What follows belongs to an exercise in optimizing a design on an open flow for small area and a short achievable clock period; a production flow would make more cautious choices.
Where RTL was checked, it was by simulation tests only, not by an equivalence proof against the original.
No functional check of the RTL was part of runs 1 to 3.
No activity file was given, so power comes from the tool's default toggle rates.

`design.v`:
```
module Axi4SharedSdramCtrl (
  input               io_axi_arw_valid,
  output              io_axi_arw_ready,
  input      [22:0]   io_axi_arw_payload_addr,
  input      [3:0]    io_axi_arw_payload_id,
  input      [7:0]    io_axi_arw_payload_len,
  input      [2:0]    io_axi_arw_payload_size,
  input      [1:0]    io_axi_arw_payload_burst,
  input               io_axi_arw_payload_write,
  input               io_axi_w_valid,
  output              io_axi_w_ready,
  input      [31:0]   io_axi_w_payload_data,
  input      [3:0]    io_axi_w_payload_strb,
  input               io_axi_w_payload_last,
  output              io_axi_b_valid,
  input               io_axi_b_ready,
  output     [3:0]    io_axi_b_payload_id,
  output     [1:0]    io_axi_b_payload_resp,
  output              io_axi_r_valid,
  input               io_axi_r_ready,
  output     [31:0]   io_axi_r_payload_data,
  output     [3:0]    io_axi_r_payload_id,
  output     [1:0]    io_axi_r_payload_resp,
  output              io_axi_r_payload_last,
  output     [10:0]   io_sdram_ADDR,
  output     [1:0]    io_sdram_BA,
  input      [31:0]   io_sdram_DQ_read,
  output     [31:0]   io_sdram_DQ_write,
  output     [31:0]   io_sdram_DQ_writeEnable,
  output     [3:0]    io_sdram_DQM,
  output              io_sdram_CASn,
  output              io_sdram_CKE,
  output              io_sdram_CSn,
  output              io_sdram_RASn,
  output              io_sdram_WEn,
  input               io_axiClk,
  input               resetCtrl_axiReset
);
  localparam T_MODE   = 3'b000;
  localparam T_PREALL = 3'b001;
  localparam T_PRESGL = 3'b010;
  localparam T_REFR   = 3'b011;
  localparam T_ACT    = 3'b100;
  localparam T_READ   = 3'b101;
  localparam T_WRITE  = 3'b110;
  localparam S_BOOT_PRE  = 2'b00;
  localparam S_BOOT_REF  = 2'b01;
  localparam S_BOOT_MODE = 2'b10;
  localparam S_RUN       = 2'b11;
  wire clk = io_axiClk;
  wire rst = resetCtrl_axiReset;
  reg         ub_valid;
  reg  [7:0]  ub_beat;
  reg  [22:0] ub_addr;
  reg  [3:0]  ub_id;
  reg  [1:0]  ub_size;
  reg  [2:0]  ub_wrap;
  reg  [1:0]  ub_burst;
  reg         ub_write;
  reg         b_valid;
  reg  [3:0]  b_id;
  reg  [10:0] refresh_value;
  reg         refresh_pending;
  reg  [3:0]  boot_cnt;        
  reg         powerup_done;
  reg  [1:0]  state;
  reg  [3:0]  bank_active;
  reg  [10:0] bank_row0, bank_row1, bank_row2, bank_row3;
  reg         p_valid;
  reg  [2:0]  p_task;
  reg  [1:0]  p_bank;
  reg  [10:0] p_rc;
  reg  [31:0] p_data;
  reg  [3:0]  p_mask;
  reg  [3:0]  p_id;
  reg         p_last;
  reg         t_read;
  reg  [2:0]  t_write;
  reg  [2:0]  t_pre0, t_pre1, t_pre2, t_pre3;
  reg  [1:0]  t_act0, t_act1, t_act2, t_act3;
  reg  [5:1]  hist;
  reg         cke_int;
  reg         rcke;
  reg  [4:0]  ctx1, ctx2, ctx3, ctx4, ctx5;
  reg  [31:0] dq_in;
  reg  [10:0] sd_addr;
  reg  [1:0]  sd_ba;
  reg  [31:0] sd_dqw;
  reg         sd_dqwe;
  reg  [3:0]  sd_dqm;
  reg         sd_rasn, sd_casn, sd_wen;
  reg  [36:0] fifo0, fifo1;
  reg         f_push_ptr, f_pop_ptr, f_rising;
  wire        len0      = (io_axi_arw_payload_len == 8'h00);
  wire [1:0]  in_lencode = io_axi_arw_payload_len[3] ? 2'd3 :
                           io_axi_arw_payload_len[2] ? 2'd2 :
                           io_axi_arw_payload_len[1] ? 2'd1 : 2'd0;
  wire [2:0]  in_wrap   = {1'b0, io_axi_arw_payload_size[1:0]} + {1'b0, in_lencode};
  wire [11:0] s_addr  = ub_valid ? ub_addr[11:0] : io_axi_arw_payload_addr[11:0];
  wire [1:0]  s_size  = ub_valid ? ub_size  : io_axi_arw_payload_size[1:0];
  wire [2:0]  s_wrap  = ub_valid ? ub_wrap  : in_wrap;
  wire [1:0]  s_burst = ub_valid ? ub_burst : io_axi_arw_payload_burst;
  wire [2:0]  inc_val = {s_size == 2'd2, s_size == 2'd1, s_size == 2'd0};
  wire [11:0] inc_base = {s_addr[11:2], s_addr[1] & ~s_size[1], s_addr[0] & (s_size == 2'd0)};
  wire [11:0] inc_sum  = inc_base + {9'd0, inc_val};
  reg  [5:0]  wrap_sel;
  always @(*) begin
    case (s_wrap)
      3'd0:    wrap_sel = 6'b000001;
      3'd1:    wrap_sel = 6'b000011;
      3'd2:    wrap_sel = 6'b000111;
      3'd3:    wrap_sel = 6'b001111;
      3'd4:    wrap_sel = 6'b011111;
      default: wrap_sel = 6'b111111;
    endcase
  end
  wire [11:0] inc_wrap = {inc_base[11:6], (inc_sum[5:0] & wrap_sel) | (inc_base[5:0] & ~wrap_sel)};
  wire [11:0] inc_next = (s_burst == 2'b00) ? s_addr :
                         (s_burst == 2'b10) ? inc_wrap : inc_sum;
  wire [1:0]  in_bank = io_axi_arw_payload_addr[11:10];
  wire [10:0] in_row  = io_axi_arw_payload_addr[22:12];
  wire [1:0]  ub_bank = ub_addr[11:10];
  wire [10:0] ub_row  = ub_addr[22:12];
  wire [3:0]  eq_in = {bank_row3 == in_row, bank_row2 == in_row, bank_row1 == in_row, bank_row0 == in_row};
  wire [3:0]  eq_ub = {bank_row3 == ub_row, bank_row2 == ub_row, bank_row1 == ub_row, bank_row0 == ub_row};
  wire [3:0]  hit_in_v = eq_in & bank_active;
  wire [3:0]  hit_ub_v = eq_ub & bank_active;
  wire        hit_in = hit_in_v[in_bank];
  wire        hit_ub = hit_ub_v[ub_bank];
  wire        act_in = bank_active[in_bank];
  wire        act_ub = bank_active[ub_bank];
  wire        r_bank_hit = ub_valid ? hit_ub : hit_in;       
  wire        r_active   = ub_valid ? act_ub : act_in;
  wire [1:0]  r_bank     = ub_valid ? ub_bank : in_bank;
  wire [10:0] r_row      = ub_valid ? ub_row : in_row;
  wire [7:0]  r_col      = ub_valid ? ub_addr[9:2] : io_axi_arw_payload_addr[9:2];
  wire        r_write    = ub_valid ? ub_write : io_axi_arw_payload_write;
  wire [3:0]  r_id       = ub_valid ? ub_id : io_axi_arw_payload_id;
  wire        ub_last    = (ub_beat == 8'h01);
  wire        r_last     = ub_valid ? ub_last : len0;
  wire        r_valid    = ub_valid | io_axi_arw_valid;
  wire        wrsp_ready = ~b_valid | io_axi_b_ready;
  wire        w_ok       = ~r_write | io_axi_w_valid;
  wire        cmd_valid  = r_valid & w_ok;
  wire        any_active = |bank_active;
  wire        t_bubble;
  wire        frr        = ~p_valid | (rcke & ~t_bubble);       
  wire        run        = (state == S_RUN);
  wire        go         = run & ~refresh_pending & frr;         
  wire        wr_ok      = ~r_write | wrsp_ready;
  wire        fire       = go & cmd_valid & r_bank_hit & wr_ok;   
  assign io_axi_arw_ready = ~ub_valid & go & hit_in & (~io_axi_arw_payload_write | (io_axi_w_valid & wrsp_ready));
  assign io_axi_w_ready   = go & wrsp_ready &
                            (ub_valid ? (ub_write & hit_ub) : (io_axi_arw_valid & io_axi_arw_payload_write & hit_in));
  reg        f_valid;
  reg  [2:0] f_task;
  always @(*) begin
    case (state)
      S_BOOT_PRE:  begin f_valid = powerup_done; f_task = T_PREALL; end
      S_BOOT_REF:  begin f_valid = 1'b1;         f_task = T_REFR;   end
      S_BOOT_MODE: begin f_valid = 1'b1;         f_task = T_MODE;   end
      default: begin
        f_valid = refresh_pending | cmd_valid;
        if (refresh_pending)
          f_task = any_active ? T_PREALL : T_REFR;
        else if (r_active & ~r_bank_hit)
          f_task = T_PRESGL;
        else if (~r_active)
          f_task = T_ACT;
        else
          f_task = r_write ? T_WRITE : T_READ;
      end
    endcase
  end
  wire        f_rw = run & ~refresh_pending & r_bank_hit;
  wire [10:0] f_rc = f_rw ? {3'd0, r_col} : r_row;
  always @(posedge clk or posedge rst) begin
    if (rst) begin
      ub_valid <= 1'b0;
      b_valid  <= 1'b0;
    end else begin
      if (ub_valid) begin
        if (fire & ub_last) ub_valid <= 1'b0;
      end else begin
        if (fire & ~len0) ub_valid <= 1'b1;
      end
      if (wrsp_ready) b_valid <= fire & r_write & r_last;
    end
  end
  always @(posedge clk) begin
    if (~ub_valid) begin
      ub_addr[22:12] <= io_axi_arw_payload_addr[22:12];
      ub_id    <= io_axi_arw_payload_id;
      ub_size  <= io_axi_arw_payload_size[1:0];
      ub_wrap  <= in_wrap;
      ub_burst <= io_axi_arw_payload_burst;
      ub_write <= io_axi_arw_payload_write;
    end
    if (~ub_valid | fire) begin
      ub_addr[11:0] <= inc_next;
      ub_beat <= ub_valid ? ub_beat - 8'h01 : io_axi_arw_payload_len;
    end
    if (wrsp_ready) b_id <= r_id;
  end
  assign io_axi_b_valid        = b_valid;
  assign io_axi_b_payload_id   = b_id;
  assign io_axi_b_payload_resp = 2'b00;
  wire refresh_wrap = (refresh_value == 11'h61a);
  wire [3:0] bank_sel = 4'b0001 << r_bank;
  always @(posedge clk or posedge rst) begin
    if (rst) begin
      refresh_value   <= 11'h000;
      refresh_pending <= 1'b0;
      boot_cnt        <= 4'd10;
      powerup_done    <= 1'b0;
      state           <= S_BOOT_PRE;
      bank_active     <= 4'b0000;
      p_valid         <= 1'b0;
    end else begin
      refresh_value <= refresh_wrap ? 11'h000 : refresh_value + 11'h001;
      if (refresh_wrap) refresh_pending <= 1'b1;
      if (~powerup_done) begin
        if (refresh_wrap) boot_cnt <= boot_cnt - 4'd1;
        if (boot_cnt == 4'd0 && refresh_value == 11'd753) powerup_done <= 1'b1;
      end
      case (state)
        S_BOOT_PRE:  if (powerup_done & frr) state <= S_BOOT_REF;
        S_BOOT_REF:  if (frr) begin
                       boot_cnt <= boot_cnt + 4'd1;
                       if (boot_cnt[2:0] == 3'b111) state <= S_BOOT_MODE;
                     end
        S_BOOT_MODE: if (frr) state <= S_RUN;
        default: begin
          if (frr) begin
            if (refresh_pending) begin
              if (any_active) bank_active <= 4'b0000;
              else            refresh_pending <= 1'b0;
            end else if (cmd_valid) begin
              if (r_active & ~r_bank_hit) bank_active <= bank_active & ~bank_sel;
              else if (~r_active)         bank_active <= bank_active | bank_sel;
            end
          end
        end
      endcase
      if (frr) p_valid <= f_valid;
    end
  end
  always @(posedge clk) begin
    if (~bank_active[0]) bank_row0 <= r_row;
    if (~bank_active[1]) bank_row1 <= r_row;
    if (~bank_active[2]) bank_row2 <= r_row;
    if (~bank_active[3]) bank_row3 <= r_row;
    if (frr) begin
      p_task <= f_task;
      p_bank <= r_bank;
      p_rc   <= f_rc;
      p_data <= io_axi_w_payload_data;
      p_mask <= io_axi_w_payload_strb;
      p_id   <= r_id;
      p_last <= r_last;
    end
  end
  wire b_read  = (t_read != 1'b0);
  wire b_write = (t_write != 3'd0);
  wire [3:0] b_pre = {t_pre3 != 3'd0, t_pre2 != 3'd0, t_pre1 != 3'd0, t_pre0 != 3'd0};
  wire [3:0] b_act = {t_act3 != 2'd0, t_act2 != 2'd0, t_act1 != 2'd0, t_act0 != 2'd0};
  reg bubble;
  always @(*) begin
    case (p_task)
      T_MODE:   bubble = b_act[0];
      T_PREALL: bubble = |b_pre;
      T_PRESGL: bubble = b_pre[p_bank];
      T_REFR:   bubble = |b_act;
      T_ACT:    bubble = b_act[p_bank];
      T_READ:   bubble = b_read;
      default:  bubble = b_write;
    endcase
  end
  assign t_bubble = p_valid & bubble;
  wire c_valid = p_valid & ~bubble;      
  wire c_fire  = c_valid & rcke;
  wire [3:0] p_bank_sel = 4'b0001 << p_bank;
  wire is_mode   = c_fire & (p_task == T_MODE);
  wire is_preall = c_fire & (p_task == T_PREALL);
  wire is_presgl = c_fire & (p_task == T_PRESGL);
  wire is_refr   = c_fire & (p_task == T_REFR);
  wire is_act    = c_fire & (p_task == T_ACT);
  wire is_read   = c_fire & (p_task == T_READ);
  wire is_write  = c_fire & (p_task == T_WRITE);
  wire [3:0] act_set3 = {4{is_refr}} | ({4{is_act}} & p_bank_sel);
  wire [3:0] act_set1 = {3'b000, is_preall} | ({4{is_presgl}} & p_bank_sel);
  wire [3:0] pre_set2 = {4{is_act}} & p_bank_sel;
  wire [3:0] pre_set5 = {4{is_write}} & p_bank_sel;
  function [1:0] act_next(input [1:0] cur, input dec, input s3, input s2, input s1);
    begin
      if (s3) act_next = 2'd3;
      else if (s2 && cur <= 2'd2) act_next = 2'd2;
      else if (s1 && cur <= 2'd1) act_next = 2'd1;
      else if (dec && cur != 2'd0) act_next = cur - 2'd1;
      else act_next = cur;
    end
  endfunction
  function [2:0] pre_next(input [2:0] cur, input dec, input s5, input s2);
    begin
      if (s5 && cur <= 3'd5) pre_next = 3'd5;
      else if (s2 && cur <= 3'd2) pre_next = 3'd2;
      else if (dec && cur != 3'd0) pre_next = cur - 3'd1;
      else pre_next = cur;
    end
  endfunction
  always @(posedge clk or posedge rst) begin
    if (rst) begin
      t_read  <= 1'b0;
      t_write <= 3'd0;
      t_pre0 <= 3'd0; t_pre1 <= 3'd0; t_pre2 <= 3'd0; t_pre3 <= 3'd0;
      t_act0 <= 2'd0; t_act1 <= 2'd0; t_act2 <= 2'd0; t_act3 <= 2'd0;
    end else begin
      if (is_act) t_read <= 1'b1;
      else if (rcke) t_read <= 1'b0;
      if (is_read && t_write <= 3'd4) t_write <= 3'd4;
      else if (is_act && t_write <= 3'd1) t_write <= 3'd1;
      else if (rcke && t_write != 3'd0) t_write <= t_write - 3'd1;
      t_pre0 <= pre_next(t_pre0, rcke, pre_set5[0], pre_set2[0]);
      t_pre1 <= pre_next(t_pre1, rcke, pre_set5[1], pre_set2[1]);
      t_pre2 <= pre_next(t_pre2, rcke, pre_set5[2], pre_set2[2]);
      t_pre3 <= pre_next(t_pre3, rcke, pre_set5[3], pre_set2[3]);
      t_act0 <= act_next(t_act0, rcke, act_set3[0], is_mode, act_set1[0]);
      t_act1 <= act_next(t_act1, rcke, act_set3[1], is_mode, act_set1[1]);
      t_act2 <= act_next(t_act2, rcke, act_set3[2], is_mode, act_set1[2]);
      t_act3 <= act_next(t_act3, rcke, act_set3[3], is_mode, act_set1[3]);
    end
  end
  wire hist0    = c_valid & (p_task == T_READ);
  wire cke_next = ~((hist0 | (|hist)) & ~io_axi_r_ready);
  wire c_write  = c_valid & (p_task == T_WRITE);
  always @(posedge clk or posedge rst) begin
    if (rst) begin
      hist    <= 5'b00000;
      cke_int <= 1'b1;
      rcke    <= 1'b1;
    end else begin
      if (rcke) hist <= {hist[4:1], hist0};
      cke_int <= cke_next;
      rcke    <= cke_int;
    end
  end
  always @(posedge clk) begin
    if (rcke) begin
      ctx1 <= {p_id, p_last};
      ctx2 <= ctx1;
      ctx3 <= ctx2;
      ctx4 <= ctx3;
      ctx5 <= ctx4;
      dq_in <= io_sdram_DQ_read;
      sd_dqw <= p_data;
      sd_dqwe <= c_write;
      sd_dqm <= c_write ? ~p_mask : {4{~hist[1]}};
      if (c_valid) begin
        case (p_task)
          T_PREALL: {sd_rasn, sd_casn, sd_wen} <= 3'b010;
          T_REFR:   {sd_rasn, sd_casn, sd_wen} <= 3'b001;
          T_MODE:   {sd_rasn, sd_casn, sd_wen} <= 3'b000;
          T_ACT:    {sd_rasn, sd_casn, sd_wen} <= 3'b011;
          T_WRITE:  {sd_rasn, sd_casn, sd_wen} <= 3'b100;
          T_READ:   {sd_rasn, sd_casn, sd_wen} <= 3'b101;
          default:  {sd_rasn, sd_casn, sd_wen} <= 3'b010;
        endcase
      end else begin
        {sd_rasn, sd_casn, sd_wen} <= 3'b111;
      end
      sd_addr[9:0] <= (p_task == T_MODE) ? 10'h030 : p_rc[9:0];
      sd_addr[10]  <= (p_task == T_PREALL) | ((p_task == T_ACT) & p_rc[10]);
      sd_ba        <= (p_task == T_MODE) ? 2'b00 : p_bank;
    end
  end
  assign io_sdram_ADDR = sd_addr;
  assign io_sdram_BA = sd_ba;
  assign io_sdram_DQ_write = sd_dqw;
  assign io_sdram_DQ_writeEnable = {32{sd_dqwe}};
  assign io_sdram_DQM = sd_dqm;
  assign io_sdram_CSn = 1'b0;
  assign io_sdram_RASn = sd_rasn;
  assign io_sdram_CASn = sd_casn;
  assign io_sdram_WEn = sd_wen;
  assign io_sdram_CKE = cke_int;
  wire        push_valid = hist[5] & rcke;
  wire        f_match = (f_push_ptr == f_pop_ptr);
  wire        f_empty = f_match & ~f_rising;
  wire        f_full  = f_match & f_rising;
  wire        pushing = push_valid & ~f_full;
  wire        pop_valid = ~f_empty | push_valid;
  wire        popping = pop_valid & io_axi_r_ready;
  wire [36:0] push_data = {ctx5, dq_in};
  wire [36:0] ram_rd = f_pop_ptr ? fifo1 : fifo0;
  wire [36:0] pop_data = f_empty ? push_data : ram_rd;
  always @(posedge clk or posedge rst) begin
    if (rst) begin
      f_push_ptr <= 1'b0;
      f_pop_ptr  <= 1'b0;
      f_rising   <= 1'b0;
    end else begin
      if (pushing) f_push_ptr <= ~f_push_ptr;
      if (popping) f_pop_ptr <= ~f_pop_ptr;
      if (pushing != popping) f_rising <= pushing;
    end
  end
  always @(posedge clk) begin
    if (pushing & ~f_push_ptr) fifo0 <= push_data;
    if (pushing &  f_push_ptr) fifo1 <= push_data;
  end
  assign io_axi_r_valid        = pop_valid;
  assign io_axi_r_payload_data = pop_data[31:0];
  assign io_axi_r_payload_last = pop_data[32];
  assign io_axi_r_payload_id   = pop_data[36:33];
  assign io_axi_r_payload_resp = 2'b00;
endmodule
```
`run.sh`:
```
#!/bin/bash
# synth_recipe.tcl (not shown) runs the flow's synth.tcl, then flattens the netlist and writes it again
# the make line also repeats each setting of config.mk as NAME=value (left out here)
make -C /OpenROAD-flow-scripts/flow DESIGN_CONFIG=/design/flow/config.mk WORK_HOME=/design/flow/orfs CLKGATE_MAP_FILE= SYNTH_SCRIPT=/design/flow/synth_recipe.tcl finish
```
`config.mk`:
```
export PLATFORM = sky130hd
export DESIGN_NAME = Axi4SharedSdramCtrl
export DESIGN_NICKNAME = Axi4SharedSdramCtrl
export VERILOG_FILES = /design/flow/design.v
export SDC_FILE = /design/flow/constraint.sdc
export NUM_CORES = 4
export LEC_CHECK = 0
export ABC_AREA = 1
export CAP_MARGIN = 20
export CORE_MARGIN = 2
export CORE_UTILIZATION = 40
export SETUP_SLACK_MARGIN = 5
export SLEW_MARGIN = 20
```
`constraint.sdc`:
```
create_clock -name core_clock -period 10.0 [get_ports {io_axiClk}]
set_input_delay 2.0000 -clock core_clock [delete_from_list [all_inputs] [get_ports {io_axiClk}]]
set_output_delay 2.0000 -clock core_clock [all_outputs]
set_load 0.01 [all_outputs]
```
==> impl_results.md, run 1 <==
* Main combinational cell family by area after synthesis: simple AND/OR/NAND/NOR gates
* Layout cells sized above 1 at 0.0963
* Cells on worst reg2reg path at 12
* Routed wire length at 44500 um
* Setup CP Type: in2out
* Adder-Cell Fraction of Synth Area at 0.0357
* Outcome: finished clean
* GR Util All Layers at 0.190
* Worst-skew pair later-pin latency at 0.58 ns
* Slew headroom at 0.310
* CTS sink count at 392
* FF+latch count, synth at 392
* Synth Area per Inst at 10.4 um2
* Reg2reg end: ub_addr[10]
* Post-synthesis compound-gate area fraction at 0.0665
* Max VDD drop at 0.125 mV
* Congestion Overflow GR at 0
* Max Cap Viol at 0
* Met3 Routed Length at 2520 um
* Number of I/O port buffers at 243
* Initial antenna violation count at 2
* Number of synthesized flops with an enable pin at 309
* Fin crit share at 0.552
* CTS root buf: clkbuf_16
* Area after detailed placement at 20800 um2
* Global-route wire length before repair at 69200 um
* Initial drt markers at 990
* Post-Synth XOR/XNOR Area at 0.0200
* Design Area, Final at 22500 um2
* Ports at 251
* WL met2 at 20200 um
* Area grow syn2layout at 25.3%
* Slew @ Worst Pin at 1.04 ns
* Vias in the first global route at 12448
* FP Rows at 77
* Chip width at 216 um
* Clock skew at 0.0197 ns
* Flop2flop setup slack at 6.13 ns
* Worst Min Path Start: cke_int
* Hold Crit Depth at 0
* CP Data Required Time at 8.00 ns
* DRC at 0
* Startpoint Class: input port
* CTS tree: yes
* Most used DFF post-synth: edfxtp_1
* Routed wire per std cell at 17.1 um
* Nets at 2138
* Post-CTS Hold Buffers at 0
* Post-Synth Simple-Gate Area at 0.179
* Die area at 46600 um2
* Slew Viols, Final at 0
* CP arrival at 3.52 ns
* F_max at 181 MHz
* Hold Path End: rcke
* Via count at 12706
* DRT met1 WL at 20900 um
* Clock transition at path regs at 0.06 ns
* Setup TNS at 0 ns
* Leakage power at 0.00926 uW
* Synth Cell Area at 18000 um2
* Antenna viol nets, final at 0
* Util after Layout at 0.509
* Mapped Cells at 1729
* DP Wirelength at 30300 um
* Total iterations of the first detailed-routing run at 5
* Register area share after synthesis at 0.626
* Final Wtd Congestion at 0.933
* Crit path capture type: output port
* Largest net degree at the start of global routing at 77
* Worst R2R Start: ub_valid
* Fin. Hold Viols at 0
* Height of the die at 216 um
* Via density at 4.89
* Yosys cell types at 61
* RSZ-0062 raised after global routing: true
* CTS buffer count at 42
* CP max FO at 4
* Synthesis Warnings at 1
* Highest routed layer: met4
* Final setup fails at 0
* Longest Clk Path Bufs at 3
* Async S/R FF share, synth at 0.153
* Final min period at 5.52 ns
* Post-synthesis mux area share at 0.00446
* Core Area at 44200 um2
* Power density over cell area at 201 nW/um2
* Htree depth at 2
* Initial Util at 0.406
* Hold Path Class: reg2reg
## per-layer routing
metal / vias up / GRT usage
li1: 6238 / -
met2: 331 / 0.295
met4: 0 / 0.0549
met1: 6081 / 0.271
met3: 56 / 0.0368
met5: - / 0
## stage by stage
| step | hold WS [ns] | power, uW | cells | setup slack [ns] |
|---|---|---|---|---|
| after CTS | 0.370 | 4570 | 2592 | 4.52 |
| after floorplan | 0.379 | 2560 | 1733 | 5.00 |
| after global routing | 0.377 | 4780 | 2598 | 4.43 |
| final | 0.370 | 4530 | 2599 | 4.48 |
| after detailed placement | 0.358 | 2990 | 2506 | 3.33 |
| after global placement | 0.358 | 2950 | 2506 | 3.31 |
## worst max-delay path: stages
cell      delay [ns]
buf_12          0.11
inv_8           0.06
nor2_2          0.03
nor3_2          0.20
nand2_1         0.08
nor2_2          0.12
nand2_1         0.07
nand2_1         0.08
nand2_1         0.06
nand2_2         0.11
nand3_2         0.09
a211oi_4        0.32
buf_2           0.19
## layout by cell type, fill, tap and decap left out, types with 5 or more instances in the layout
cell type        instances
mux2i_1                  8
buf_12                   5
nand2_2                 12
inv_2                   11
nand3_1                 45
dfrtp_1                 55
edfxtp_1               309
o21ai_0                 79
inv_1                  195
o211ai_1                 7
a21oi_1                 29
o22ai_1                 13
nor4_1                   6
nor3_2                   6
nor2_2                  10
nor2_4                   6
conb_1                   5
a31oi_1                 37
nand2_1                399
xnor2_1                 12
inv_4                    5
buf_6                    8
nor2_1                 181
dfxtp_1                 23
nor3_1                  19
clkbuf_1                15
o21ai_2                  5
buf_4                   18
xor2_1                  27
o21ai_1                  9
ha_1                    48
nand4_1                 26
clkbuf_16               42
or2_2                   17
clkdlybuf4s50_1        229
## cell usage after synthesis, drive strengths merged, types with 2 or more instances
library cell	number	area, um2
dfrtp	56	1400
dfxtp	23	460
o21bai	3	22.5
nand4	28	196
nand2	414	1590
edfxtp	309	9280
nor2	198	805
xnor2	13	114
nor3b	3	22.5
a31oi	37	231
nor3	25	135
nand3	49	263
a21boi	2	15.0
o21a	4	30.0
buf	46	327
inv	215	807
o22ai	13	81.3
nand3b	3	26.3
dfstp	4	105
o2111ai	3	26.3
a22oi	2	15.0
fa	2	40.0
xor2	28	245
a211oi	5	42.5
mux2i	8	80.1
a21oi	30	154
clkbuf	24	90.1
or2	18	113
o211ai	7	52.6
nor4	7	50.1
ha	48	601
o21ai	93	473
## what timing repair did
action	4_1_cts	5_1_grt
setup buffers	8	4
setup endpoints to repair	39	36
resized for setup	109	43
pin swaps	22	29
cloned	2	0
## sequential cells by signal (all words and copies together) (netlist names), 5 cells and up
register and count:
fifo0 37, ctx2 5, ub_beat 8, p_data 32, fifo1 37, bank_row2 11
hist 5, sd_addr 11, ctx5 5, bank_row0 11, ctx3 5, ctx1 5
ub_addr 23, bank_row1 11, dq_in 32, refresh_value 11, p_rc 11, bank_row3 11
sd_dqw 32, ctx4 5
## area by class of cell
class	instances	area [um2]
clock inverters	17	238
clock buffers	59	1130
fillers	3908	21700
well taps	592	741
multi-input cells	1058	5650
diodes	3	7.51
flip-flops and latches	392	11300
repair buffers	263	2640
inverters	215	845
## where the power goes
part           internal (uW)  leakage, uW  switching, uW
registers               1880      0.00401           74.0
logic                    456      0.00460            569
clock network            906     0.000657            644
total                   3240      0.00926           1290
## how the worst max path moves through the flow
stage	from	to	slack [ns]	cells after the start
after CTS	io_axi_arw_payload_addr[20]	io_axi_w_ready	4.52	12
final	io_axi_arw_payload_addr[13]	io_axi_w_ready	4.48	13
after detailed placement	io_axi_arw_payload_addr[19]	io_axi_w_ready	3.33	14
after global routing	io_axi_arw_payload_addr[13]	io_axi_w_ready	4.43	13
after floorplan	io_axi_arw_payload_addr[14]	io_axi_w_ready	5.00	11
after global placement	io_axi_arw_payload_addr[19]	io_axi_w_ready	3.31	14
## kinds of logic after synthesis
group | after synthesis
and+or+nand+nor | 747
DFF | 392
buffers and inverters | 285
AOI/OAI and AO/OA | 205
adders and majority gates | 50
xor gates and xnor gates | 41
muxes | 8
other | 1
==> run 2, diff against run 1 <==
--- a/config.mk
+++ b/config.mk
@@ -5,9 +5,10 @@
 export SDC_FILE = /design/flow/constraint.sdc
 export NUM_CORES = 4
 export LEC_CHECK = 0
-export ABC_AREA = 1
 export CAP_MARGIN = 20
 export CORE_MARGIN = 2
 export CORE_UTILIZATION = 40
+export CTS_BUF_LIST = sky130_fd_sc_hd__clkbuf_8
+export CTS_CLUSTER_SIZE = 20
 export SETUP_SLACK_MARGIN = 5
 export SLEW_MARGIN = 20
==> run 2 against run 1 <==
  * Fmax fell by 2.2%
  * Global-route usage fell by 2.0 points
  * Largest power group unchanged
  * Sequential power shrank 7%
  * Cell area down 1.9%
  * Sequential share of layout area grew 1.0 points
  * Hold slack lost 0.012 ns
  * Critical path type unchanged
  * Via count down 15%
  * Clock power fell by 8%
  * Critical path depth fell by 6
  * Clock-buffer cell count up 19
  * Critical endpoint unchanged
==> impl_results.md, run 2 <==
* Hold Path Class: reg2reg
* RSZ-0062 raised after global routing: true
* Synthesis Warnings at 1
* Routed wire length at 39400 um
* Number of I/O port buffers at 243
* Leakage power at 0.00867 uW
* FP Rows at 76
* Critical path, cell by cell: clkdlybuf4s50_1 > a311oi_2 > a311oi_1 > buf_4 > a32o_1 > and3_4 > buf_6
* CTS tree: yes
* Most frequent cell after synthesis: edfxtp_1
* FF+latch count, synth at 392
* Max Cap Viol at 0
* Slew headroom at 0.317
* Area grow syn2layout at 25.8%
* Largest registers: fifo0 (37), fifo1 (37)
* Max VDD drop at 0.0931 mV
* Fin crit share at 0.565
* Synth Cell Area at 17500 um2
* Most common cell after layout, fill and taps aside: edfxtp_1
* Longest Clk Path Bufs at 3
* CP arrival at 3.65 ns
* Final setup fails at 0
* CTS root buf: clkbuf_8
* Diode count at 0
* Register area share after synthesis at 0.641
* Setup TNS at 0 ns
* Crit path launch: io_axi_arw_payload_addr[11]
* Number of synthesized flops with an enable pin at 309
* Crit path capture type: output port
* CP Data Required Time at 8.00 ns
* CTS buffer count at 71
* Ports at 251
* Initial antenna violation count at 2
* Total iterations of the first detailed-routing run at 5
* CP max-delay cell: clkdlybuf4s50_1
* Clock transition at path regs at 0.06 ns
* Routed wire per std cell at 17.9 um
* Synth top area share at 0.529
* CP max FO at 4
* F_max at 177 MHz
* CP peak stage delay at 0.54 ns
* Startpoint Class: input port
* Die area at 45500 um2
* Nets at 1723
* Worst Min Path Start: cke_int
* Via density at 4.93
* Slew @ Worst Pin at 1.03 ns
* Power density over cell area at 173 nW/um2
* Yosys cell types at 80
* Inst Count DP at 2065
* DP Wirelength at 26100 um
* Fin. Hold Viols at 0
* Initial drt markers at 555
* Global-route wire length before repair at 59800 um
* CTS sink count at 392
* Chip width at 213 um
* Area leader, netlist: edfxtp_1
* Async S/R FF share, synth at 0.153
* Largest net degree at the start of global routing at 76
* Most used DFF post-synth: edfxtp_1
* Worst-skew pair later-pin latency at 0.62 ns
* Congestion Overflow GR at 0
* GR Util All Layers at 0.170
* Synth area leaders: edfxtp_1, dfrtp_1, xor2_1
* Initial Util at 0.406
* Worst R2R Start: rcke
* Core Area at 43200 um2
* Clock skew at 0.0380 ns
* Setup CP Type: in2out
* Post-CTS Hold Buffers at 0
* Via count at 10842
* Layout cells sized above 1 at 0.131
* Outcome: finished clean
* Htree depth at 3
* Slew Viols, Final at 0
* Most frequent cells in the layout: edfxtp_1, clkdlybuf4s50_1, inv_1, nand2_1, clkbuf_8
* Non-filler instance count after layout at 2199
* Synth Area per Inst at 13.4 um2
* Final min period at 5.65 ns
* DRC at 0
* Height of the die at 213 um
* Antenna viol nets, final at 0
* Vias in the first global route at 10782
* Final Wtd Congestion at 0.833
* Mapped Cells at 1314
* Synth cell count leaders: edfxtp_1, nand2_1, xor2_1, mux2i_1, inv_1
==> run 2: cell types whose count changed in the layout (fill, tap and decap cells not counted), moves of 19 or more <==
cell	delta
a31oi_1	-35
clkbuf_16	-42
clkbuf_8	+76
inv_1	-97
mux2_2	+23
mux2i_1	+61
nand2_1	-309
nand2b_1	+19
nor2_1	-123
nor4_1	+21
xnor2_1	+22
xor2_1	+41
==> run 2: what timing repair did <==
item,4_1_cts,5_1_grt
pin swaps,15,10
buffers inserted,4,0
endpoints found under the setup margin,22,2
resized for setup,117,22
==> run 2: worst paths after layout <==
kind / endpoint / slack (ns) / cells after the start
min: rcke / 0.36 / 0
max reg2reg: ub_addr[11] / 6.14 / 6
max: io_axi_w_ready / 4.35 / 7
max in group asynchronous: ub_valid / 7.42 / 3
min in group asynchronous: f_push_ptr / 1.97 / 3
min reg2reg: rcke / 0.36 / 0
==> run 2: routing by layer <==
layer	global-route usage	vias up	part of all wire
li1	-	5195	-
met3	0.0455	61	0.069
met4	0.0577	2	0.020
met5	0	-	0.00033
met2	0.267	311	0.46
met1	0.229	5273	0.45
==> run 2: cell families (layout without fill, tap and decap cells) <==
group           after synthesis  count (layout)  share of synthesized area
other cells                   1               5                   0.000214
buf+inv                     157             453                     0.0440
mux                          96              96                     0.0584
fa+ha+maj                    50              50                     0.0365
xor+xnor                    125             125                     0.0624
compound gates              164             164                     0.0607
flops                       392             392                      0.641
simple gates                329             329                     0.0967
==> run 2: worst max-delay path, delay by kind of cell <==
kind | cells | cell delay (ns)
compound gates | 3 | 0.64
buf+inv | 3 | 0.82
simple gates | 1 | 0.19
==> run 2: final cells by class <==
cell class	instances	area (um2)
flip-flops and latches	392	11300
inverters	67	251
clock buffers	78	1070
well taps	585	732
multi-input cells	769	5900
clock inverters	52	287
repair buffers	256	2570
fillers	3741	21100
==> run 2: where the power goes <==
part	switching, uW	internal, uW	leakage, uW
sequential	22.4	1800	0.00401
clock	660	774	0.000824
combinational	280	290	0.00384
total	962	2870	0.00867
==> run 2: stage by stage <==
step / hold slack [ns] / instance area, um2 / total power [uW] / util / worst slack (ns)
after floorplan: 0.379 / 17600 / 2140 / - / 4.70
after global placement: 0.357 / 20300 / 2420 / 0.470 / 3.22
after detailed placement: 0.360 / 20300 / 2430 / 0.470 / 3.26
after CTS: 0.364 / 21900 / 3890 / 0.507 / 4.35
after global routing: 0.365 / 22100 / 4010 / 0.511 / 4.32
final: 0.358 / 22100 / 3830 / 0.511 / 4.35
==> run 3, diff against run 2 <==
==> flow/run.sh (new file) <==
#!/bin/bash
# Standard ORFS layout (the standard.sh), with the port buffers inserted
# as the smallest plain buffer instead of the default delay-buffer cell;
# repair_design / repair_timing then size them as the paths need.
set -euo pipefail
bash standard.sh "BUFFER_PORTS_ARGS=-buffer_cell sky130_fd_sc_hd__buf_1" finish > standard_make.log 2>&1
==> standard.sh (new file) <==
#!/bin/bash
# synth_recipe.tcl (not shown) runs the flow's synth.tcl, then flattens the netlist and writes it again
# the make line also repeats each setting of config.mk as NAME=value (left out here)
make -C /OpenROAD-flow-scripts/flow DESIGN_CONFIG=/design/flow/config.mk WORK_HOME=/design/flow/orfs CLKGATE_MAP_FILE= SYNTH_SCRIPT=/design/flow/synth_recipe.tcl "${@:-finish}"
removed: run.sh
==> run 3 against run 2 <==
  * Still clean
  * Setup slack gained 0.060 ns
  * Fmax grew 1.1%
  * Sequential share of layout area grew 3.4 points
  * Critical path depth grew 1
  * Synthesized cell count is the same
  * Final cell count shrank 0.27%
  * Combinational power shrank 23%
  * Register-to-register slack gained 0.16 ns
  * Critical path type unchanged
  * Largest power group unchanged
==> impl_results.md, run 3 <==
* F_max at 179 MHz
* DP Wirelength at 25300 um
* Final Wtd Congestion at 0.870
* Power density over cell area at 183 nW/um2
* Most frequent cell after synthesis: edfxtp_1
* Nets at 1719
* CTS buffer count at 70
* Post-Synth Simple-Gate Area at 0.0967
* Post-synthesis mux area share at 0.0584
* Clock transition at path regs at 0.06 ns
* Final setup fails at 0
* Hold Path Class: reg2reg
* Layout cells sized above 1 at 0.133
* Via count at 10804
* Core Area at 43200 um2
* Most frequent cells in the layout: edfxtp_1, buf_1, nand2_1, inv_1, clkbuf_8
* Area leader, netlist: edfxtp_1
* Slew @ Worst Pin at 1.09 ns
* Initial drt markers at 666
* Initial Util at 0.406
* Max VDD drop at 0.115 mV
* Number of I/O port buffers at 243
* Antenna viol nets, final at 0
* Total iterations of the first detailed-routing run at 5
* Routed wire per std cell at 17.3 um
* Util after Layout at 0.479
* Global-route wire length before repair at 59000 um
* Die area at 45500 um2
* Synth Cell Area at 17500 um2
* CP arrival at 3.59 ns
* Height of the die at 213 um
* Register area share after synthesis at 0.641
* Hold slack at 0.346 ns
* GR Util All Layers at 0.167
* FF+latch count, synth at 392
* Largest registers: fifo0 (37), fifo1 (37)
* Startpoint Class: input port
* Number of synthesized flops with an enable pin at 309
* Ports at 251
* Sequential share of power at 0.482
* Main combinational cell family by area after synthesis: simple AND/OR/NAND/NOR gates
* Adder-Cell Fraction of Synth Area at 0.0365
* Yosys cell types at 80
* Setup ws final at 4.41 ns
* FP Rows at 76
* CP Data Required Time at 8.00 ns
* Slew headroom at 0.273
* Setup CP Type: in2out
* DRC at 0
* Combinational share of power at 0.116
* Async S/R FF share, synth at 0.153
* Leakage power at 0.00802 uW
* Htree depth at 3
* Congestion Overflow GR at 0
* Largest net degree at the start of global routing at 76
* Slew Viols, Final at 0
* RSZ-0062 raised after global routing: true
* CP max FO at 5
* Mapped Cells at 1314
* Pint at 2820 uW
* CTS tree: yes
* Clock skew at 0.0418 ns
* Via density at 4.93
* Synth cell count leaders: edfxtp_1, nand2_1, xor2_1, mux2i_1, inv_1
* Clock power frac at 0.401
* Synth top area share at 0.529
* Longest Clk Path Bufs at 3
* Outcome: finished clean
* Area grow syn2layout at 17.9%
* Initial antenna violation count at 1
* Vias in the first global route at 11042
* Most used DFF post-synth: edfxtp_1
* Crit path capture type: output port
* Sw frac at 0.255
* Worst-skew pair later-pin latency at 0.63 ns
* Fin crit share at 0.559
* Fin. Hold Viols at 0
* Post-CTS Hold Buffers at 0
* Most common cell after layout, fill and taps aside: edfxtp_1
* Max Cap Viol at 0
* Synth Area per Inst at 13.4 um2
* Synth area leaders: edfxtp_1, dfrtp_1, xor2_1
* Pre-CTS setup slack at 4.00 ns
* CTS root buf: clkbuf_8
* Chip width at 213 um
* Setup TNS at 0 ns
* Final min period at 5.59 ns
* Synthesis Warnings at 1
* CTS sink count at 392
* Routed wire length at 37900 um
* Post-Synth XOR/XNOR Area at 0.0624
* Post-synthesis compound-gate area fraction at 0.0607
* Net Sw Power at 966 uW
==> run 3: worst paths after layout <==
| check | from | end | slack [ns] | depth (start not counted) |
|---|---|---|---|---|
| worst min register to register | cke_int | rcke | 0.35 | 0 |
| worst max register to register | rcke | boot_cnt[3] | 6.30 | 8 |
| worst min-delay path | cke_int | rcke | 0.35 | 0 |
| worst max-delay path | io_axi_arw_payload_addr[17] | io_axi_w_ready | 4.41 | 8 |
| min in group asynchronous | resetCtrl_axiReset | f_rising | 1.61 | 3 |
| max in group asynchronous | resetCtrl_axiReset | ub_valid | 7.78 | 3 |
==> run 3: what timing repair did <==
item | 4_1_cts | 5_1_grt
endpoints found under the setup margin | 2 | 2
resized for setup | 74 | 13
pin swaps | 19 | 10
buffers inserted | 2 | 0
==> run 3: power groups by stage <==
stage          Combinational [uW]  Clock (uW)  Sequential, uW
6_report                      440        1520            1830
5_1_grt                       490        1650            1830
4_1_cts                       445        1580            1830
3_5_place_dp                  433           0            1860
2_1_floorplan                 287           0            1850
3_3_place_gp                  429           0            1860
==> run 3: stage by stage <==
step	area, um2	total power [uW]	instances
after global placement	18800	2280	2064
after global routing	20700	3970	2192
after floorplan	17600	2140	1318
final	20700	3780	2193
after CTS	20600	3850	2192
after detailed placement	18800	2290	2064
==> run 3: kinds of logic after synthesis <==
group / count (synthesis)
simple gates: 329
buf+inv: 157
fa+ha+maj: 50
other cells: 1
xor+xnor: 125
flops: 392
mux: 96
compound gates: 164
==> run 3: layout make-up <==
class	count	area [um2]
clock buffer	75	1030
multi-input combinational	769	5890
tap	585	732
sequential	392	11300
inverter	67	251
timing repair buffer	253	1120
clock inverter	51	393
fill	3897	22500
antenna	1	2.50
==> run 3: routing by layer <==
| layer | track usage | part of all wire | vias up |
|---|---|---|---|
| li1 | - | - | 5199 |
| met1 | 0.221 | 0.45 | 5247 |
| met2 | 0.266 | 0.46 | 309 |
| met3 | 0.0466 | 0.069 | 49 |
| met4 | 0.0532 | 0.015 | 0 |
| met5 | 0 | 0 | - |
==> run 3: worst max-delay path, cell delays in order <==
cell      delay [ns]
buf_12          0.12
xor2_1          0.18
nor4_1          0.28
nand3_1         0.14
a311oi_2        0.37
a32o_1          0.21
and3_4          0.18
buf_6           0.11
==> run 4, diff against run 3 <==
--- a/design.v
+++ b/design.v
@@ -121,8 +121,9 @@
   wire [10:0] in_row  = io_axi_arw_payload_addr[22:12];
   wire [1:0]  ub_bank = ub_addr[11:10];
   wire [10:0] ub_row  = ub_addr[22:12];
+  reg  [3:0]  ub_match;
   wire [3:0]  eq_in = {bank_row3 == in_row, bank_row2 == in_row, bank_row1 == in_row, bank_row0 == in_row};
-  wire [3:0]  eq_ub = {bank_row3 == ub_row, bank_row2 == ub_row, bank_row1 == ub_row, bank_row0 == ub_row};
+  wire [3:0]  eq_ub = ub_match;
   wire [3:0]  hit_in_v = eq_in & bank_active;
   wire [3:0]  hit_ub_v = eq_ub & bank_active;
   wire        hit_in = hit_in_v[in_bank];
@@ -149,9 +150,12 @@
   wire        go         = run & ~refresh_pending & frr;         
   wire        wr_ok      = ~r_write | wrsp_ready;
   wire        fire       = go & cmd_valid & r_bank_hit & wr_ok;   
-  assign io_axi_arw_ready = ~ub_valid & go & hit_in & (~io_axi_arw_payload_write | (io_axi_w_valid & wrsp_ready));
-  assign io_axi_w_ready   = go & wrsp_ready &
-                            (ub_valid ? (ub_write & hit_ub) : (io_axi_arw_valid & io_axi_arw_payload_write & hit_in));
+  wire [3:0]  in_dec  = 4'b0001 << in_bank;
+  wire [3:0]  in_q    = bank_active & {4{go & ~ub_valid}};
+  wire        in_go   = |(in_q & in_dec & eq_in);
+  wire        ub_go   = ub_valid & go & ub_write & hit_ub;
+  assign io_axi_arw_ready = in_go & (~io_axi_arw_payload_write | (io_axi_w_valid & wrsp_ready));
+  assign io_axi_w_ready   = wrsp_ready & (ub_go | (in_go & io_axi_arw_valid & io_axi_arw_payload_write));
   reg        f_valid;
   reg  [2:0] f_task;
   always @(*) begin
@@ -246,6 +250,9 @@
     end
   end
   always @(posedge clk) begin
+    ub_match <= ~bank_active | (ub_valid ? ub_match : eq_in);
+  end
+  always @(posedge clk) begin
     if (~bank_active[0]) bank_row0 <= r_row;
     if (~bank_active[1]) bank_row1 <= r_row;
     if (~bank_active[2]) bank_row2 <= r_row;
--- a/config.mk
+++ b/config.mk
@@ -7,8 +7,9 @@
 export LEC_CHECK = 0
 export CAP_MARGIN = 20
 export CORE_MARGIN = 2
-export CORE_UTILIZATION = 40
+export CORE_UTILIZATION = 55
 export CTS_BUF_LIST = sky130_fd_sc_hd__clkbuf_8
-export CTS_CLUSTER_SIZE = 20
+export CTS_CLUSTER_DIAMETER = 80
+export CTS_CLUSTER_SIZE = 15
 export SETUP_SLACK_MARGIN = 5
 export SLEW_MARGIN = 20
==> run 4 against run 3 <==
  * Fmax down 0.68%
  * Critical path depth up 2
  * Utilization up 14 points
  * Hold slack better by 0.038 ns
  * Critical endpoint unchanged
  * Largest power group unchanged
  * Highest routed layer is now met5
==> impl_results.md, run 4 <==
* Startpoint Class: input port
* Most common cell after layout, fill and taps aside: edfxtp_1
* Most frequent cell after synthesis: edfxtp_1
* Leakage power at 0.00722 uW
* FP Rows at 64
* Synth area leaders: edfxtp_1, dfrtp_1, ha_1
* Max VDD drop at 0.146 mV
* Clock transition at path regs at 0.10 ns
* CP delay by family, top: simple AND/OR/NAND/NOR gates
* RSZ-0062 raised after global routing: true
* CTS tree: yes
* Area leader, netlist: edfxtp_1
* Sw frac at 0.260
* Setup TNS at 0 ns
* Synth Cell Area at 17000 um2
* Reg area at 11300 um2
* Global-route wire length before repair at 53200 um
* Initial drt markers at 693
* Synthesis Warnings at 1
* Final min period at 5.63 ns
* Critical path, cell by cell: buf_8 > xor2_2 > nor4_2 > buf_4 > nand4_1 > a21oi_2 > or2_4 > nand3_4 > a21oi_4 > buf_6
* Outcome: finished clean
* Multi-input logic area at 5250 um2
* Final Wtd Congestion at 0.853
* Buf/Inv on CP at 3
* Vias in the first global route at 10133
* Power density over cell area at 161 nW/um2
* Congestion Overflow GR at 0
* GR Util All Layers at 0.203
* Net Sw Power at 793 uW
* Cells on worst reg2reg path at 6
* Layout fillers at 2401
* Synth top area share at 0.545
* Combinational share of power at 0.141
* Initial antenna violation count at 6
* F_max at 178 MHz
* Most used DFF post-synth: edfxtp_1
* Slew headroom at 0.284
* Inst Count DP at 1820
* Final setup fails at 0
* CP max FO at 5
* Pwr Total at 3060 uW
* Antenna viol nets, final at 0
* Area grow syn2layout at 11.6%
* Pint at 2260 uW
* Largest net degree at the start of global routing at 76
* Yosys cell types at 74
* CTS sink count at 396
* CP arrival at 3.63 ns
* Highest routed layer: met5
* DRC at 0
* Register area share after synthesis at 0.665
* Clock power frac at 0.258
* DRT met1 WL at 14800 um
* Clock skew at 0.0266 ns
* Hold Crit Depth at 0
* WL met2 at 15700 um
* DP Wirelength at 22300 um
* Max Cap Viol at 0
* Layout cells sized above 1 at 0.0927
* Hold Path Class: reg2reg
* Largest registers: fifo0 (37), fifo1 (37)
* Post-synthesis mux area share at 0.0533
* Slew @ Worst Pin at 1.07 ns
* Synth cell count leaders: edfxtp_1, nand2_1, o21ai_0, inv_1, xor2_1
* Main combinational cell family by area after synthesis: simple AND/OR/NAND/NOR gates
* Non-filler instance count after layout at 1887
* Number of synthesized flops with an enable pin at 309
* Ports at 251
* Sequential share of power at 0.601
* Post-Synth XOR/XNOR Area at 0.0422
* Longest Clk Path Bufs at 3
* Slew Viols, Final at 0
* Crit path capture type: output port
* Mapped Cells at 1255
* Post-Synth Simple-Gate Area at 0.0900
* Post-CTS Hold Buffers at 0
* Height of the die at 180 um
* Chip width at 180 um
* Met3 Routed Length at 2390 um
* Adder-Cell Fraction of Synth Area at 0.0376
* Number of I/O port buffers at 243
* CTS buffer count at 30
* Post-synthesis compound-gate area fraction at 0.0699
* Synth Area per Inst at 13.6 um2
* CP Data Required Time at 8.00 ns
* Async S/R FF share, synth at 0.152
* Initial Util at 0.558
* FF+latch count, synth at 396
* Via count at 10080
* Most frequent cells in the layout: edfxtp_1, buf_1, nand2_1, inv_1, o21ai_0
* CTS root buf: clkbuf_8
* Via density at 5.34
* Htree depth at 1
* Fin crit share at 0.563
* Design Area, Final at 19000 um2
* Die area at 32400 um2
* Worst path depth at 10
* Core Area at 30500 um2
* Setup CP Type: in2out
* Area after detailed placement at 18100 um2
* Nets at 1630
* CP peak stage delay at 0.30 ns
* Worst-skew pair later-pin latency at 0.62 ns
* Fin. Hold Viols at 0
* Total iterations of the first detailed-routing run at 4
* Routed wire per std cell at 17.8 um
* CP max-delay cell: nor4_2
* Routed wire length at 33500 um
run 4: cells by family after synthesis:
family	Yosys count
other	1
adders and majority gates	50
muxes	84
xor gates and xnor gates	82
AOI/OAI and AO/OA	190
DFF	396
buffers and inverters	147
and+or+nand+nor	305
run 4: worst paths after layout:
kind,startpoint,end,slack (ns)
min in group asynchronous,resetCtrl_axiReset,t_pre3[1],1.59
worst max register to register,ub_valid,ub_addr[0],5.60
worst min-delay path,cke_int,rcke,0.38
worst max-delay path,io_axi_arw_payload_addr[20],io_axi_w_ready,4.37
worst min register to register,cke_int,rcke,0.38
max in group asynchronous,resetCtrl_axiReset,ub_valid,7.84
run 4: power by group through the flow:
stage / clock network [uW] / registers (uW) / logic [uW]
final: 787 / 1840 / 432
after global routing: 879 / 1840 / 480
after CTS: 831 / 1840 / 432
after detailed placement: 0 / 1870 / 426
after global placement: 0 / 1870 / 422
after floorplan: 0 / 1870 / 284
run 4: per-stage QoR:
step                setup slack [ns]  hold WS [ns]   util
finish                          4.37         0.383  0.623
global route                    4.31         0.393  0.622
CTS                             4.32         0.386  0.615
detailed placement              3.93         0.370  0.593
global placement                3.96         0.367  0.593
floorplan                       4.72         0.379      -
run 4: layer usage:
metal  vias up  GRT usage
met5         -          0
met4         8     0.0449
met3        53     0.0504
met2       241      0.336
met1      4863      0.274
li1       4915          -
run 4: final cells by class:
type,instances,share of cell area
Tap cell,396,0.0261
Inverter,60,0.0119
Timing Repair Buffer,260,0.0609
Antenna cell,3,0.000395
Clock inverter,26,0.00606
Multi-Input combinational cell,716,0.276
Sequential cell,396,0.596
Clock buffer,30,0.0217
run 4: what timing repair did:
| item | CTS | global route |
|---|---|---|
| pin swaps | 12 | 23 |
| gates resized for setup | 34 | 41 |
| endpoints found under the setup margin | 31 | 6 |
| endpoints found under the hold margin | 0 | 0 |
| setup buffers | 5 | 3 |
==> run 5, diff against run 4 <==
--- a/config.mk
+++ b/config.mk
@@ -8,8 +8,8 @@
 export CAP_MARGIN = 20
 export CORE_MARGIN = 2
 export CORE_UTILIZATION = 55
-export CTS_BUF_LIST = sky130_fd_sc_hd__clkbuf_8
-export CTS_CLUSTER_DIAMETER = 80
-export CTS_CLUSTER_SIZE = 15
+export CTS_BUF_LIST = sky130_fd_sc_hd__clkbuf_16
+export CTS_CLUSTER_DIAMETER = 100
+export CTS_CLUSTER_SIZE = 30
 export SETUP_SLACK_MARGIN = 5
 export SLEW_MARGIN = 20
==> run 5 against run 4 <==
  * Clock-buffer cell count decreased by 13
  * Die area is the same
  * Area after synthesis is the same
  * Clock power up 3.3%
  * Utilization down 0.23 points
  * Highest routed layer unchanged
  * Setup slack got worse by 0.011 ns
  * Synthesized cell count stayed put
  * Fmax fell by 0.20%
==> impl_results.md, run 5 <==
* Initial drt markers at 586
* Area grow syn2layout at 11.2%
* Slew Viols, Final at 0
* GR Util All Layers at 0.201
* CTS sink count at 396
* Util after Layout at 0.620
* Core Area at 30500 um2
* Final min period at 5.64 ns
* Hold Path Class: reg2reg
* Area after detailed placement at 18100 um2
* Layout cells sized above 1 at 0.0876
* Routed wire length at 33100 um
* Inst Count DP at 1820
* Nets at 1617
* FP Rows at 64
* Clock power frac at 0.264
* Synth Area per Inst at 13.6 um2
* Die area at 32400 um2
* Yosys cell types at 74
* Ports at 251
* Synth cell count leaders: edfxtp_1, nand2_1, o21ai_0, inv_1, xor2_1
* CP max-delay cell: nor4_2
* DP Wirelength at 22300 um
* Sw frac at 0.254
* Synth area leaders: edfxtp_1, dfrtp_1, ha_1
* Synth Cell Area at 17000 um2
* Most used DFF post-synth: edfxtp_1
* Via count at 10033
* Final setup fails at 0
* Most frequent cells in the layout: edfxtp_1, buf_1, nand2_1, o21ai_0, inv_1
* CP Data Required Time at 8.00 ns
* Setup CP Type: in2out
* Mapped Cells at 1255
* Longest Clk Path Bufs at 3
* Outcome: finished clean
* CP delay by family, top: simple AND/OR/NAND/NOR gates
* Final Wtd Congestion at 0.853
* Number of synthesized flops with an enable pin at 309
* Slew @ Worst Pin at 0.882 ns
* Non-filler instance count after layout at 1861
* Initial Util at 0.558
* Worst-skew pair later-pin latency at 0.53 ns
* Combinational share of power at 0.140
* Largest net degree at the start of global routing at 76
* Net Sw Power at 782 uW
* Async S/R FF share, synth at 0.152
* Synthesis Warnings at 1
* Height of the die at 180 um
* Global-route wire length before repair at 52700 um
* Max VDD drop at 0.148 mV
* Antenna viol nets, final at 0
* RSZ-0062 raised after global routing: true
* CP peak stage delay at 0.30 ns
* Largest registers: fifo0 (37), fifo1 (37)
* Initial antenna violation count at 7
* Slew headroom at 0.412
* Sequential share of power at 0.596
* CP arrival at 3.64 ns
* Power density over cell area at 163 nW/um2
* Max Cap Viol at 0
* CTS buffer count at 17
* Setup TNS at 0 ns
* Register area share after synthesis at 0.665
* Crit path capture type: output port
* Critical path, cell by cell: buf_8 > xor2_2 > nor4_2 > buf_4 > nand4_1 > a21oi_2 > or2_4 > nand3_4 > a21oi_4 > buf_6
* DRC at 0
* Pint at 2300 uW
* Routed wire per std cell at 17.8 um
* Via density at 5.39
* Fin crit share at 0.564
* Startpoint Class: input port
* Leakage power at 0.00712 uW
* F_max at 177 MHz
* Htree depth at 1
* CP max FO at 5
* Total iterations of the first detailed-routing run at 4
* Congestion Overflow GR at 0
* Synth top area share at 0.545
* Fin. Hold Viols at 0
* CTS tree: yes
* Number of I/O port buffers at 243
* Design Area, Final at 18900 um2
* Post-CTS Hold Buffers at 0
* Clock skew at 0.0218 ns
* Chip width at 180 um
* Most common cell after layout, fill and taps aside: edfxtp_1
* FF+latch count, synth at 396
* Buf/Inv on CP at 3
* Area leader, netlist: edfxtp_1
* CTS root buf: clkbuf_16
* Vias in the first global route at 9995
* Clock transition at path regs at 0.11 ns
* Most frequent cell after synthesis: edfxtp_1
* Hold slack at 0.387 ns
==> run 5: cell count changes in the layout (fill, tap and decap cells not counted), sizes merged <==
| cell | before | now |
|---|---|---|
| clkbuf | 30 | 17 |
| inv | 85 | 72 |
| clkinv | 1 | 0 |
| clkinvlp | 0 | 1 |
==> run 5: final cells by class <==
type	count	area (um2)
Antenna cell	3	7.51
Clock buffer	17	425
Clock inverter	13	72.6
Fill cell	2372	11600
Inverter	60	225
Multi-Input combinational cell	716	5230
Sequential cell	396	11300
Tap cell	396	495
Timing Repair Buffer	260	1140
==> run 5: final timing paths <==
kind	startpoint	end	slack, ns	cells after the start
min in group asynchronous	resetCtrl_axiReset	f_pop_ptr	1.67	3
hold reg to reg	cke_int	rcke	0.39	0
max in group asynchronous	resetCtrl_axiReset	ub_valid	7.74	3
setup reg to reg	ub_valid	ub_addr[10]	6.01	6
setup / recovery	io_axi_arw_payload_addr[20]	io_axi_w_ready	4.36	10
hold / removal	cke_int	rcke	0.39	0
==> run 5: worst register-to-register path, stage by stage (launching register included) <==
cell and delay [ns]:
dfrtp_2 0.79, buf_4 0.56, inv_1 0.23, a311oi_1 0.51, o31a_1 0.72, and3_1 0.33
nand2b_2 0.50
==> run 5: cell families (layout without fill, tap and decap cells) <==
logic type,after synthesis,in the layout,share of synthesized area
flip-flops,396,396,0.665
multiplexers,84,84,0.0533
XOR/XNOR,82,82,0.0422
AND/OR/NAND/NOR,305,305,0.0900
other,1,8,0.000220
buffers and inverters,147,350,0.0415
adder cells (fa/ha/maj),50,50,0.0376
AO/OA/AOI/OAI,190,190,0.0699
==> run 5: routing by layer <==
layer / wire length (um) / GRT usage
met3: 1980 / 0.0482
met2: 15600 / 0.334
met1: 14800 / 0.273
met4: 571 / 0.0407
met5: 69 / 0
==> run 5: timing repair <==
action | 4_1_cts | 5_1_grt
endpoints found under the setup margin | 22 | 45
buffers inserted | 6 | 2
resized for setup | 32 | 38
pin swaps | 14 | 24
==> run 5: stage by stage <==
stage	setup WS (ns)	power, uW
floorplan	4.72	2160
global placement	3.96	2290
detailed placement	3.93	2300
CTS	4.32	3110
global route	4.32	3210
finish	4.36	3080
==> run 5: power groups by stage <==
stage          Sequential, uW  Clock (uW)  Combinational, uW
2_1_floorplan            1870           0                284
3_3_place_gp             1870           0                422
3_5_place_dp             1870           0                426
4_1_cts                  1840         847                431
5_1_grt                  1840         893                478
6_report                 1840         813                431
==> run 6, diff against run 5 <==
==> flow/run.sh (replaced) <==
#!/bin/bash
# Standard ORFS layout (the standard.sh) with two changes:
#  - port buffers are inserted as the smallest plain buffer instead of the
#    default delay-buffer cell; repair_design / repair_timing then size them;
#  - clock tree synthesis without dummy load cells.
set -euo pipefail
bash standard.sh \
  "BUFFER_PORTS_ARGS=-buffer_cell sky130_fd_sc_hd__buf_1" \
  "CTS_ARGS=-sink_clustering_enable -repair_clock_nets -sink_clustering_size 30 -sink_clustering_max_diameter 100 -buf_list sky130_fd_sc_hd__clkbuf_16 -dont_use_dummy_load" \
  finish > standard_make.log 2>&1
--- a/config.mk
+++ b/config.mk
@@ -11,5 +11,4 @@
 export CTS_BUF_LIST = sky130_fd_sc_hd__clkbuf_16
 export CTS_CLUSTER_DIAMETER = 100
 export CTS_CLUSTER_SIZE = 30
-export SETUP_SLACK_MARGIN = 5
 export SLEW_MARGIN = 20
==> run 6 against run 5 <==
  * Largest power group unchanged
  * Highest routed layer unchanged
  * Flip-flop and latch count unchanged
  * Clock power decreased by 4.7%
  * Critical path depth decreased by 1
  * Clock-buffer cell count unchanged
  * Clock skew increased by 0.027 ns
  * Combinational power decreased by 3%
==> impl_results.md, run 6 <==
* Outcome: finished clean
* F_max at 165 MHz
* Die area at 32400 um2
* Initial Util at 0.558
* CP max FO at 5
* Largest registers: fifo0 (37), fifo1 (37)
* Fin crit share at 0.606
* Htree depth at 1
* GR Util All Layers at 0.199
* Longest Clk Path Bufs at 3
* FP Rows at 64
* FF+latch count, synth at 396
* Initial antenna violation count at 3
* Global-route wire length before repair at 52100 um
* Final setup fails at 0
* Async S/R FF share, synth at 0.152
* Core Area at 30500 um2
* Most common cell after layout, fill and taps aside: edfxtp_1
* Mapped Cells at 1255
* Chip width at 180 um
* Vias in the first global route at 9762
* Synthesis Warnings at 1
* Antenna viol nets, final at 0
* Power density over cell area at 164 nW/um2
* CP arrival at 4.06 ns
* Yosys cell types at 74
* Routed wire length at 32700 um
* Synth Cell Area at 17000 um2
* Pre-CTS setup slack at 3.92 ns
* Area grow syn2layout at 8.59%
* Setup ws final at 3.94 ns
* Synth Area per Inst at 13.6 um2
* Number of I/O port buffers at 243
* Post-CTS Hold Buffers at 0
* Setup TNS at 0 ns
* Non-filler instance count after layout at 1837
* Register area share after synthesis at 0.665
* Startpoint Class: input port
* Slew @ Worst Pin at 1.03 ns
* Util after Layout at 0.606
* Max VDD drop at 0.196 mV
* Hold slack at 0.386 ns
* Synth top area share at 0.545
* Clock transition at path regs at 0.10 ns
* Synth area leaders: edfxtp_1, dfrtp_1, ha_1
* Clock skew at 0.0491 ns
* Slew Viols, Final at 0
* CTS buffer count at 17
* Total iterations of the first detailed-routing run at 5
* Final min period at 6.06 ns
* Initial drt markers at 564
* Fin. Hold Viols at 0
* Most frequent cell after synthesis: edfxtp_1
* Layout fillers at 2483
* Most frequent cells in the layout: edfxtp_1, buf_1, nand2_1, o21ai_0
* CTS root buf: clkbuf_16
* Crit path capture type: output port
* CTS tree: yes
* Layout cells sized above 1 at 0.0542
* Synth cell count leaders: edfxtp_1, nand2_1, o21ai_0, inv_1, xor2_1
* Most used DFF post-synth: edfxtp_1
* CTS sink count at 396
* Largest net degree at the start of global routing at 76
* Via density at 5.41
* Nets at 1608
* Max Cap Viol at 0
* RSZ-0062 raised after global routing: false
* Postcts setup bufs at 0
* Inst Count DP at 1819
* CTS resizes at 0
* CP Data Required Time at 8.00 ns
* Setup CP Type: in2out
* Slew headroom at 0.311
* DRC at 0
* Ports at 251
* Area leader, netlist: edfxtp_1
* DP Wirelength at 21800 um
* Routed wire per std cell at 17.8 um
* Final Wtd Congestion at 0.859
* Hold Path Class: reg2reg
* Number of synthesized flops with an enable pin at 309
* Height of the die at 180 um
* Leakage power at 0.00693 uW
* Via count at 9931
* Worst-skew pair later-pin latency at 0.52 ns
* Congestion Overflow GR at 0
==> run 6: kinds of logic (layout without fill, tap and decap cells) <==
kind of cell / count (synthesis) / count (layout) / share of synthesized area
compound gates: 190 / 190 / 0.0699
flops: 396 / 396 / 0.665
mux: 84 / 84 / 0.0533
xor+xnor: 82 / 82 / 0.0422
other cells: 1 / 6 / 0.000220
simple gates: 305 / 305 / 0.0900
fa+ha+maj: 50 / 50 / 0.0376
buf+inv: 147 / 328 / 0.0415
==> run 6: cell type report <==
cell class	count	area, um2	area share
Inverter	60	225	0.0122
Timing Repair Buffer	251	972	0.0526
Antenna cell	1	2.50	0.000135
Tap cell	396	495	0.0268
Sequential cell	396	11300	0.613
Clock buffer	17	425	0.0230
Multi-Input combinational cell	716	5030	0.272
==> run 6: layer usage <==
metal / part of all wire / wire length, um / track usage
met3: 0.057 / 1880 / 0.0421
met1: 0.46 / 15000 / 0.282
met2: 0.47 / 15400 / 0.326
met4: 0.013 / 416 / 0.0296
met5: 0.00092 / 30 / 0
==> run 6: final timing paths <==
check	startpoint	end	slack [ns]	depth (start not counted)
worst min register to register	cke_int	rcke	0.39	0
worst max-delay path	io_axi_arw_payload_addr[13]	io_axi_w_ready	3.94	9
min in group asynchronous	resetCtrl_axiReset	hist[5]	1.69	3
worst min-delay path	cke_int	rcke	0.39	0
worst max register to register	ub_valid	ub_addr[9]	5.93	6
max in group asynchronous	resetCtrl_axiReset	ub_valid	7.75	3
==> run 6: through the flow <==
step                      total power [uW]  cell area, um2
final                                 3030           18500
after detailed placement              2300           18100
after CTS                             3060           18500
after floorplan                       2150           17000
after global routing                  3170           18500
after global placement                2290           18100
==> run 6: critical path, cell delays in order <==
cell and delay, ns:
buf_1 0.29, xor2_1 0.12, nor4_1 0.55, nand4_1 0.17, a21oi_1 0.28, or2_2 0.19, nand3_1 0.07, a21oi_1 0.17
buf_1 0.22
==> run 6: power breakdown <==
part | leakage, uW | switching, uW | total (uW) | internal (uW)
Sequential | 0.00408 | 17.7 | 1830 | 1820
Combinational | 0.00264 | 267 | 419 | 153
Clock | 0.000209 | 467 | 775 | 309
Total | 0.00693 | 751 | 3030 | 2280

[afterwards: timing with drivers on the ports]
Ports are ideal in the flow. The routed layouts listed here were re-timed in OpenROAD. Step 1: set_driving_cell puts a clkbuf_16 on io_axiClk and a buf_2 on each other input, an assumption about the parent block. Step 2 also shifts input and output timing later by t, the mid clock arrival at the registers, as if the neighbouring blocks saw the same clock. Three values: ideal ports, drivers, drivers and shift; two values: the first two.
| run | t, ns | slack for setup (ns) | worst setup path at the end | pins driven straight from the clock port |
|---|---|---|---|---|
| run 1 | 0.617 | 4.476 / 4.423 / 4.423 | input to output | 1 |
| run 2 | 0.646 | 4.351 / 4.327 / 4.327 | input to output | 1 |
| run 3 | 0.652 | 4.411 / 4.365 / 4.365 | input to output | 1 |
| run 4 | 0.651 | 4.372 / 4.333 / 4.333 | input to output | 1 |
| run 5 | 0.572 | 4.361 / 4.322 / 4.322 | input to output | 1 |
| run 6 | 0.546 | 3.938 / 3.909 / 3.909 | input to output | 1 |
After both steps setup and hold are still met in every run listed. The setup slack of run 1, which loses most, moves by -0.053 ns with the drivers and by -0.053 ns with both steps.
